This design comes from an exercise in tuning for small area on the open sky130 flow, not from production work.
For this run, only the layout was checked, not whether the RTL still works.

==> design.v <==
module hamming_coeff_lut (
   input wire [6:0] addr,
   output reg [15:0] coeff
);
   always @(*) begin
      case(addr)
         7'd0: coeff = 5243;
         7'd1: coeff = 5280;
         7'd2: coeff = 5390;
         7'd3: coeff = 5574;
         7'd4: coeff = 5831;
         7'd5: coeff = 6161;
         7'd6: coeff = 6561;
         7'd7: coeff = 7033;
         7'd8: coeff = 7573;
         7'd9: coeff = 8182;
         7'd10: coeff = 8858;
         7'd11: coeff = 9598;
         7'd12: coeff = 10401;
         7'd13: coeff = 11266;
         7'd14: coeff = 12190;
         7'd15: coeff = 13170;
         7'd16: coeff = 14205;
         7'd17: coeff = 15291;
         7'd18: coeff = 16427;
         7'd19: coeff = 17609;
         7'd20: coeff = 18835;
         7'd21: coeff = 20101;
         7'd22: coeff = 21405;
         7'd23: coeff = 22743;
         7'd24: coeff = 24112;
         7'd25: coeff = 25508;
         7'd26: coeff = 26929;
         7'd27: coeff = 28370;
         7'd28: coeff = 29828;
         7'd29: coeff = 31301;
         7'd30: coeff = 32783;
         7'd31: coeff = 34271;
         7'd32: coeff = 35762;
         7'd33: coeff = 37253;
         7'd34: coeff = 38738;
         7'd35: coeff = 40216;
         7'd36: coeff = 41682;
         7'd37: coeff = 43132;
         7'd38: coeff = 44563;
         7'd39: coeff = 45972;
         7'd40: coeff = 47355;
         7'd41: coeff = 48709;
         7'd42: coeff = 50030;
         7'd43: coeff = 51315;
         7'd44: coeff = 52562;
         7'd45: coeff = 53766;
         7'd46: coeff = 54926;
         7'd47: coeff = 56037;
         7'd48: coeff = 57098;
         7'd49: coeff = 58106;
         7'd50: coeff = 59058;
         7'd51: coeff = 59953;
         7'd52: coeff = 60787;
         7'd53: coeff = 61559;
         7'd54: coeff = 62267;
         7'd55: coeff = 62909;
         7'd56: coeff = 63484;
         7'd57: coeff = 63991;
         7'd58: coeff = 64427;
         7'd59: coeff = 64792;
         7'd60: coeff = 65085;
         7'd61: coeff = 65306;
         7'd62: coeff = 65453;
         7'd63: coeff = 65527;
         7'd64: coeff = 65527;
         7'd65: coeff = 65453;
         7'd66: coeff = 65306;
         7'd67: coeff = 65085;
         7'd68: coeff = 64792;
         7'd69: coeff = 64427;
         7'd70: coeff = 63991;
         7'd71: coeff = 63484;
         7'd72: coeff = 62909;
         7'd73: coeff = 62267;
         7'd74: coeff = 61559;
         7'd75: coeff = 60787;
         7'd76: coeff = 59953;
         7'd77: coeff = 59058;
         7'd78: coeff = 58106;
         7'd79: coeff = 57098;
         7'd80: coeff = 56037;
         7'd81: coeff = 54926;
         7'd82: coeff = 53766;
         7'd83: coeff = 52562;
         7'd84: coeff = 51315;
         7'd85: coeff = 50030;
         7'd86: coeff = 48709;
         7'd87: coeff = 47355;
         7'd88: coeff = 45972;
         7'd89: coeff = 44563;
         7'd90: coeff = 43132;
         7'd91: coeff = 41682;
         7'd92: coeff = 40216;
         7'd93: coeff = 38738;
         7'd94: coeff = 37253;
         7'd95: coeff = 35762;
         7'd96: coeff = 34271;
         7'd97: coeff = 32783;
         7'd98: coeff = 31301;
         7'd99: coeff = 29828;
         7'd100: coeff = 28370;
         7'd101: coeff = 26929;
         7'd102: coeff = 25508;
         7'd103: coeff = 24112;
         7'd104: coeff = 22743;
         7'd105: coeff = 21405;
         7'd106: coeff = 20101;
         7'd107: coeff = 18835;
         7'd108: coeff = 17609;
         7'd109: coeff = 16427;
         7'd110: coeff = 15291;
         7'd111: coeff = 14205;
         7'd112: coeff = 13170;
         7'd113: coeff = 12190;
         7'd114: coeff = 11266;
         7'd115: coeff = 10401;
         7'd116: coeff = 9598;
         7'd117: coeff = 8858;
         7'd118: coeff = 8182;
         7'd119: coeff = 7573;
         7'd120: coeff = 7033;
         7'd121: coeff = 6561;
         7'd122: coeff = 6161;
         7'd123: coeff = 5831;
         7'd124: coeff = 5574;
         7'd125: coeff = 5390;
         7'd126: coeff = 5280;
         7'd127: coeff = 5243;
      endcase
   end
endmodule
module hamming_window (
   input wire               clk,
   input wire               reset,
   input wire signed [31:0] in_data,
   input wire               in_valid,
   output reg signed [31:0] out_data_F,
   output reg               out_valid_F
);
   reg [6:0] addr_F;
   wire [15:0] coeff;
   reg signed [47:0] product;
   hamming_coeff_lut lut (
      .addr (addr_F),
      .coeff (coeff)
   );
   always @(*) begin
      product = in_data * $signed({1'b0, coeff});
   end
   always @(posedge clk) begin
      if (reset) begin
         addr_F <= 0;
         out_data_F <= 0;
         out_valid_F <= 1'b0;
      end
      else begin
         if (in_valid) begin
            addr_F <= addr_F + 1'b1;
            out_data_F <= $signed(product) >>> 16;
            out_valid_F <= 1'b1;
         end
         else begin
            addr_F <= addr_F;
            out_data_F <= out_data_F;
            out_valid_F <= 1'b0;
         end
      end
   end
endmodule
module start_gen (
   input  wire fast_clk,
   input  wire reset,
   input  wire valid_Ff,
   output wire start
);
   reg valid_d1_Ff;
   assign start = valid_Ff && !valid_d1_Ff;
   always @(posedge fast_clk) begin
      if (reset == 1'b1) begin
         valid_d1_Ff <= 1'b0;
      end
      else begin
         valid_d1_Ff <= valid_Ff;
      end
   end
endmodule
module sdu_window_stage (
   input  wire        clk,
   input  wire        reset,
   input  wire [31:0] din_re,
   input  wire [31:0] din_im,
   input  wire        din_valid,
   output wire        win_valid,
   output wire        fft_start,
   output reg  [31:0] xn_re,
   output reg  [31:0] xn_im
);
   wire [31:0] hamming_window_dout_re;
   wire        hamming_window_dout_re_valid;
   wire [31:0] hamming_window_dout_im;
   wire        hamming_window_dout_im_valid;
   hamming_window hamming_window_re (
      .clk         (clk),
      .reset       (reset),
      .in_data     (din_re),
      .in_valid    (din_valid),
      .out_data_F  (hamming_window_dout_re),
      .out_valid_F (hamming_window_dout_re_valid)
   );
   hamming_window hamming_window_im (
      .clk         (clk),
      .reset       (reset),
      .in_data     (din_im),
      .in_valid    (din_valid),
      .out_data_F  (hamming_window_dout_im),
      .out_valid_F (hamming_window_dout_im_valid)
   );
   start_gen start_gen_0 (
      .fast_clk (clk),
      .reset    (reset),
      .valid_Ff (hamming_window_dout_re_valid),
      .start    (fft_start)
   );
   assign win_valid = hamming_window_dout_re_valid;
   always @(posedge clk) begin
      xn_re <= hamming_window_dout_re;
      xn_im <= hamming_window_dout_im;
   end
endmodule
==> run.sh <==
#!/bin/bash
# synth_recipe.tcl (not shown) runs the flow's synth.tcl, then flattens the netlist and writes it again
# the make line also repeats each setting of config.mk as NAME=value (left out here)
make -C /OpenROAD-flow-scripts/flow DESIGN_CONFIG=/design/flow/config.mk WORK_HOME=/design/flow/orfs CLKGATE_MAP_FILE= SYNTH_SCRIPT=/design/flow/synth_recipe.tcl finish
==> config.mk <==
export PLATFORM = sky130hd
export DESIGN_NAME = sdu_window_stage
export DESIGN_NICKNAME = sdu_window_stage
export VERILOG_FILES = /design/flow/design.v
export SDC_FILE = /design/flow/constraint.sdc
export NUM_CORES = 4
export LEC_CHECK = 0
export ABC_AREA = 1
export CAP_MARGIN = 20
export CORE_MARGIN = 2
export CORE_UTILIZATION = 45
export SLEW_MARGIN = 20
==> constraint.sdc <==
create_clock -name core_clock -period 10.0 [get_ports {clk}]
set_input_delay 2.0000 -clock core_clock [delete_from_list [all_inputs] [get_ports {clk}]]
set_output_delay 2.0000 -clock core_clock [all_outputs]
set_load 0.01 [all_outputs]
==> summary.txt <==
# TYPE chip_impl_metric gauge
chip_impl_metric{name="grt_start_max_net_pins",unit=""} 89
chip_impl_metric{name="min_period_over_period",unit="%"} 83.4
chip_impl_metric{name="layout-area-overhead-vs-synth",unit="%"} 5.73
chip_impl_metric{name="synth.avg_cell_area",unit="sq um"} 7.02
chip_impl_metric{name="die-area",unit="sq um"} 111000
chip_impl_info{name="crit_path_end_kind",value="flop"} 1
chip_impl_info{name="synth.top_cells.by_count",value="sky130_fd_sc_hd__nand2_1, sky130_fd_sc_hd__inv_1, sky130_fd_sc_hd__fa_1, sky130_fd_sc_hd__nand3_1, sky130_fd_sc_hd__nor2_1"} 1
chip_impl_info{name="hp-class",value="reg -> reg"} 1
chip_impl_metric{name="grt-ovfl-total",unit=""} 0
chip_impl_metric{name="final_net_count",unit=""} 8099
chip_impl_metric{name="crit_fanout",unit=""} 16
chip_impl_metric{name="synthesis.instances",unit=""} 6917
chip_impl_metric{name="cts_post_setup_buffers_inserted",unit=""} 0
chip_impl_metric{name="clk-insertion-delay-late",unit="ns"} 0.47
chip_impl_info{name="yosys-top-cells-area",value="sky130_fd_sc_hd__fa_1, sky130_fd_sc_hd__nand2_1, sky130_fd_sc_hd__inv_1"} 1
chip_impl_metric{name="timing_worst_slew_pin_value",unit="ns"} 1.08
chip_impl_metric{name="cts_made_buffers",unit=""} 17
chip_impl_metric{name="yosysUniqueCellTypes",unit=""} 45
chip_impl_info{name="post_synthesis_cell_type_with_the_largest_combined_area",value="sky130_fd_sc_hd__fa_1"} 1
chip_impl_metric{name="drtPass1Iterations",unit=""} 6
chip_impl_metric{name="drt_iter0_markers",unit=""} 3616
chip_impl_metric{name="number_of_global_route_vias_before_repair",unit=""} 44461
chip_impl_metric{name="synth_edf_count",unit=""} 0
chip_impl_metric{name="cp_slowest_stage_delay",unit="ns"} 0.94
chip_impl_metric{name="detailed_place_hpwl",unit="microns"} 123000
chip_impl_info{name="rsz0062_at_grt",value="no"} 1
chip_impl_metric{name="finalClockSkew",unit="ns"} 0.0135
chip_impl_metric{name="die_y",unit="microns"} 333
chip_impl_metric{name="critPathArrivalTime",unit="ns"} 8.71
chip_impl_metric{name="clock.fmax",unit="MHz"} 120
chip_impl_metric{name="cts_hold_buffers",unit=""} 0
chip_impl_metric{name="synth-warning-count",unit=""} 4
chip_impl_metric{name="place_congestion",unit=""} 0.947
chip_impl_info{name="synth_ff_type",value="sky130_fd_sc_hd__dfxtp_1"} 1
chip_impl_metric{name="initial_core_util",unit="%"} 45.4
chip_impl_metric{name="max-clock-path-buffers",unit=""} 2
chip_impl_metric{name="maxCapViolCount",unit=""} 0
chip_impl_metric{name="worst-endpoint-required",unit="ns"} 10.37
chip_impl_info{name="cp_cell_sequence",value="clkdlybuf4s50_1, nand2_1, fa_1, fa_1, inv_1, fa_1, fa_1, fa_1, inv_1, fa_1, inv_1, ha_1, nand2_1, nor2_1, nand2_1, nor2_1, nand3_1, nand4_1, nand3_1, nand2_1, inv_1"} 1
chip_impl_metric{name="max-slew-margin-rel",unit="%"} 28.3
chip_impl_metric{name="async_reset_ff_share",unit="%"} 0
chip_impl_metric{name="wire_length_of_the_first_global_routing_pass",unit="microns"} 248000
chip_impl_info{name="yosys.cell_count.top_type",value="sky130_fd_sc_hd__nand2_1"} 1
chip_impl_metric{name="fill_count",unit=""} 11056
chip_impl_metric{name="synth.cell_area",unit="sq um"} 48600
chip_impl_info{name="result_of_the_run",value="finished clean"} 1
chip_impl_metric{name="detailroute.via_count",unit=""} 42519
chip_impl_metric{name="cts_resized",unit=""} 0
chip_impl_metric{name="synth.yosys.seq_area_share",unit="%"} 7.26
chip_impl_info{name="cts_tree",value="done"} 1
chip_impl_metric{name="routed_wire_length_per_instance",unit="microns"} 18.7
chip_impl_info{name="cp_slowest_cell",value="sky130_fd_sc_hd__clkdlybuf4s50_1"} 1
chip_impl_metric{name="routed_wl",unit="microns"} 154000
chip_impl_metric{name="global_route.usage.total",unit="%"} 28.6
chip_impl_metric{name="routed_via_density",unit=""} 5.17
chip_impl_metric{name="pin_count",unit=""} 133
chip_impl_metric{name="clock_slew_at_reported_path_ffs",unit="ns"} 0.08
chip_impl_metric{name="layout-drive-gt1-share",unit="%"} 2.30
chip_impl_info{name="setup.worst_path.start_class",value="input port"} 1
chip_impl_metric{name="period_minus_slack",unit="ns"} 8.34
chip_impl_metric{name="fp.dieW",unit="microns"} 333
chip_impl_metric{name="detail_route.drc_violations",unit=""} 0
chip_impl_metric{name="number_of_antenna_violations_at_the_first_check_in_global_routing",unit=""} 5
chip_impl_metric{name="mappedNetlistNets",unit=""} 8208
chip_impl_metric{name="antenna_cells",unit=""} 0
chip_impl_metric{name="report.final.slew_viol_count",unit=""} 0
chip_impl_metric{name="ant_nets",unit=""} 0
chip_impl_metric{name="ys_ff_latch",unit=""} 176
chip_impl_info{name="setup.worst_path.class",value="in -> reg"} 1
chip_impl_metric{name="hold_violations",unit=""} 0
chip_impl_metric{name="netlist.area_leader.share",unit="%"} 39.7
chip_impl_metric{name="placement_rows",unit=""} 120
chip_impl_metric{name="fin_setup_tns",unit="ns"} 0
chip_impl_info{name="clock_tree.root_cell",value="sky130_fd_sc_hd__clkbuf_16"} 1
chip_impl_info{name="crit_top_cell",value="sky130_fd_sc_hd__fa_1"} 1
chip_impl_metric{name="floorplan.core_area",unit="sq um"} 107000
chip_impl_metric{name="numPortBuffers",unit=""} 132
chip_impl_metric{name="cts_sinks",unit=""} 176
chip_impl_metric{name="report.final.setup_viol",unit=""} 0
chip_impl_metric{name="htree_levels",unit=""} 4
==> sequential cells by signal, indices dropped and copies added (netlist names) <==
register,cells
hamming_window_im.coeff,16
hamming_window_im.addr_F,7
hamming_window_im.out_data_F,32
hamming_window_re.out_data_F,32
xn_im,32
hamming_window_re.addr_F,7
start_gen_0.valid_d1_Ff,1
xn_re,32
hamming_window_re.out_valid_F,1
hamming_window_re.coeff,16
==> cell families (layout without fill, tap and decap cells) <==
| group | Yosys count | in the layout | synth area share, % |
|---|---|---|---|
| xor+xnor | 28 | 28 | 0.505 |
| buf+inv | 2268 | 2171 | 17.8 |
| flops | 176 | 176 | 7.26 |
| compound gates | 428 | 428 | 4.84 |
| simple gates | 2793 | 2793 | 23.2 |
| fa+ha+maj | 1224 | 1224 | 46.4 |
==> layout make-up <==
class                      count  area (sq um)  area share [%]
multi-input combinational   4473         36400            70.9
clock inverter                12           146           0.285
tap                         1403          1760            3.42
timing repair buffer         188          1730            3.38
sequential                   176          3540            6.90
clock buffer                  19           433           0.843
inverter                    1952          7330            14.3
==> path summary, 6_finish.rpt <==
kind,start,end,slack (ns),depth (start not counted)
max,din_re[31],hamming_window_re.out_data_F[28],1.66,21
min,hamming_window_re.out_data_F[4],xn_re[4],0.35,0
max reg2reg,hamming_window_im.coeff[8],hamming_window_im.out_data_F[18],3.37,22
min reg2reg,hamming_window_re.out_data_F[4],xn_re[4],0.35,0
==> worst max-delay path: cells and delay by family <==
kind / cells / cell delay, ns
and+or+nand+nor: 9 / 1.56
buffers and inverters: 5 / 1.39
adders and majority gates: 7 / 3.75
==> per-layer routing <==
layer	part of all wire, %	wire, microns	global-route usage, %	up-vias
li1	-	-	-	19574
met1	44	67500	40.2	21070
met2	46	71300	46.8	1655
met3	7.6	11700	3.94	216
met4	2.1	3260	6.52	4
met5	0.044	68	0	-
==> layout by cell type, fill, tap and decap left out, types with 4 or more instances in the layout <==
cell type | netlist | layout
sky130_fd_sc_hd__ha_1 | 260 | 260
sky130_fd_sc_hd__nor3_1 | 21 | 20
sky130_fd_sc_hd__inv_2 | 14 | 14
sky130_fd_sc_hd__clkdlybuf4s50_1 | 0 | 130
sky130_fd_sc_hd__nand3_1 | 364 | 364
sky130_fd_sc_hd__nand3b_1 | 5 | 5
sky130_fd_sc_hd__and3_1 | 5 | 5
sky130_fd_sc_hd__nand2_1 | 1982 | 1982
sky130_fd_sc_hd__inv_1 | 1938 | 1938
sky130_fd_sc_hd__o211ai_1 | 34 | 34
sky130_fd_sc_hd__buf_4 | 10 | 57
sky130_fd_sc_hd__nor2_1 | 337 | 337
sky130_fd_sc_hd__a21o_1 | 9 | 9
sky130_fd_sc_hd__fa_1 | 964 | 964
sky130_fd_sc_hd__nor2_2 | 14 | 14
sky130_fd_sc_hd__o21bai_1 | 15 | 15
sky130_fd_sc_hd__dfxtp_1 | 176 | 161
sky130_fd_sc_hd__clkbuf_16 | 0 | 17
sky130_fd_sc_hd__nand2_2 | 4 | 4
sky130_fd_sc_hd__inv_8 | 0 | 4
sky130_fd_sc_hd__nand4_1 | 42 | 42
sky130_fd_sc_hd__o21ai_1 | 34 | 34
sky130_fd_sc_hd__nand3_2 | 6 | 6
sky130_fd_sc_hd__xnor2_1 | 17 | 17
sky130_fd_sc_hd__and2_1 | 4 | 4
sky130_fd_sc_hd__xor2_1 | 11 | 11
sky130_fd_sc_hd__dfxtp_2 | 0 | 15
sky130_fd_sc_hd__o21ai_0 | 166 | 166
sky130_fd_sc_hd__a21oi_1 | 150 | 150
==> stage by stage <==
stage | area [sq um] | util (%) | hold slack (ns) | setup slack, ns | std cells
final | 51300 | 48.0 | 0.346 | 1.66 | 8223
after global routing | 51300 | 48.0 | 0.359 | 1.23 | 8223
after CTS | 51300 | 48.0 | 0.351 | 1.67 | 8223
after detailed placement | 50800 | 47.4 | 0.336 | 1.18 | 8192
after global placement | 50800 | 47.4 | 0.335 | 1.25 | 8192
after floorplan | 48600 | - | 0.326 | 2.67 | 6917

## separate check: timing with driven ports
The flow's constraints put no driver on any port. The routed layout listed below was extracted and timed again, unchanged, in two steps. Step 1 sets driving cells, clkbuf_16 on the clock port and buf_2 on the other inputs (assumed; they add their load-dependent delay and slew). Step 2 times the ports against the registers' clock, not the clock port: input delays grow and output delays shrink by t, the midpoint of the rising clock arrivals with the driver on. Slacks: no drivers / after step 1 / after step 2; pairs: no drivers / after step 1.
t (ns): 0.520
setup WS [ns]: 1.661 / 1.664 / 1.144
cell pins on the clock port's net: 1
After both steps this run still meets setup and hold. The setup slack of this run moves by +0.003 ns with the drivers and by -0.517 ns with both steps.
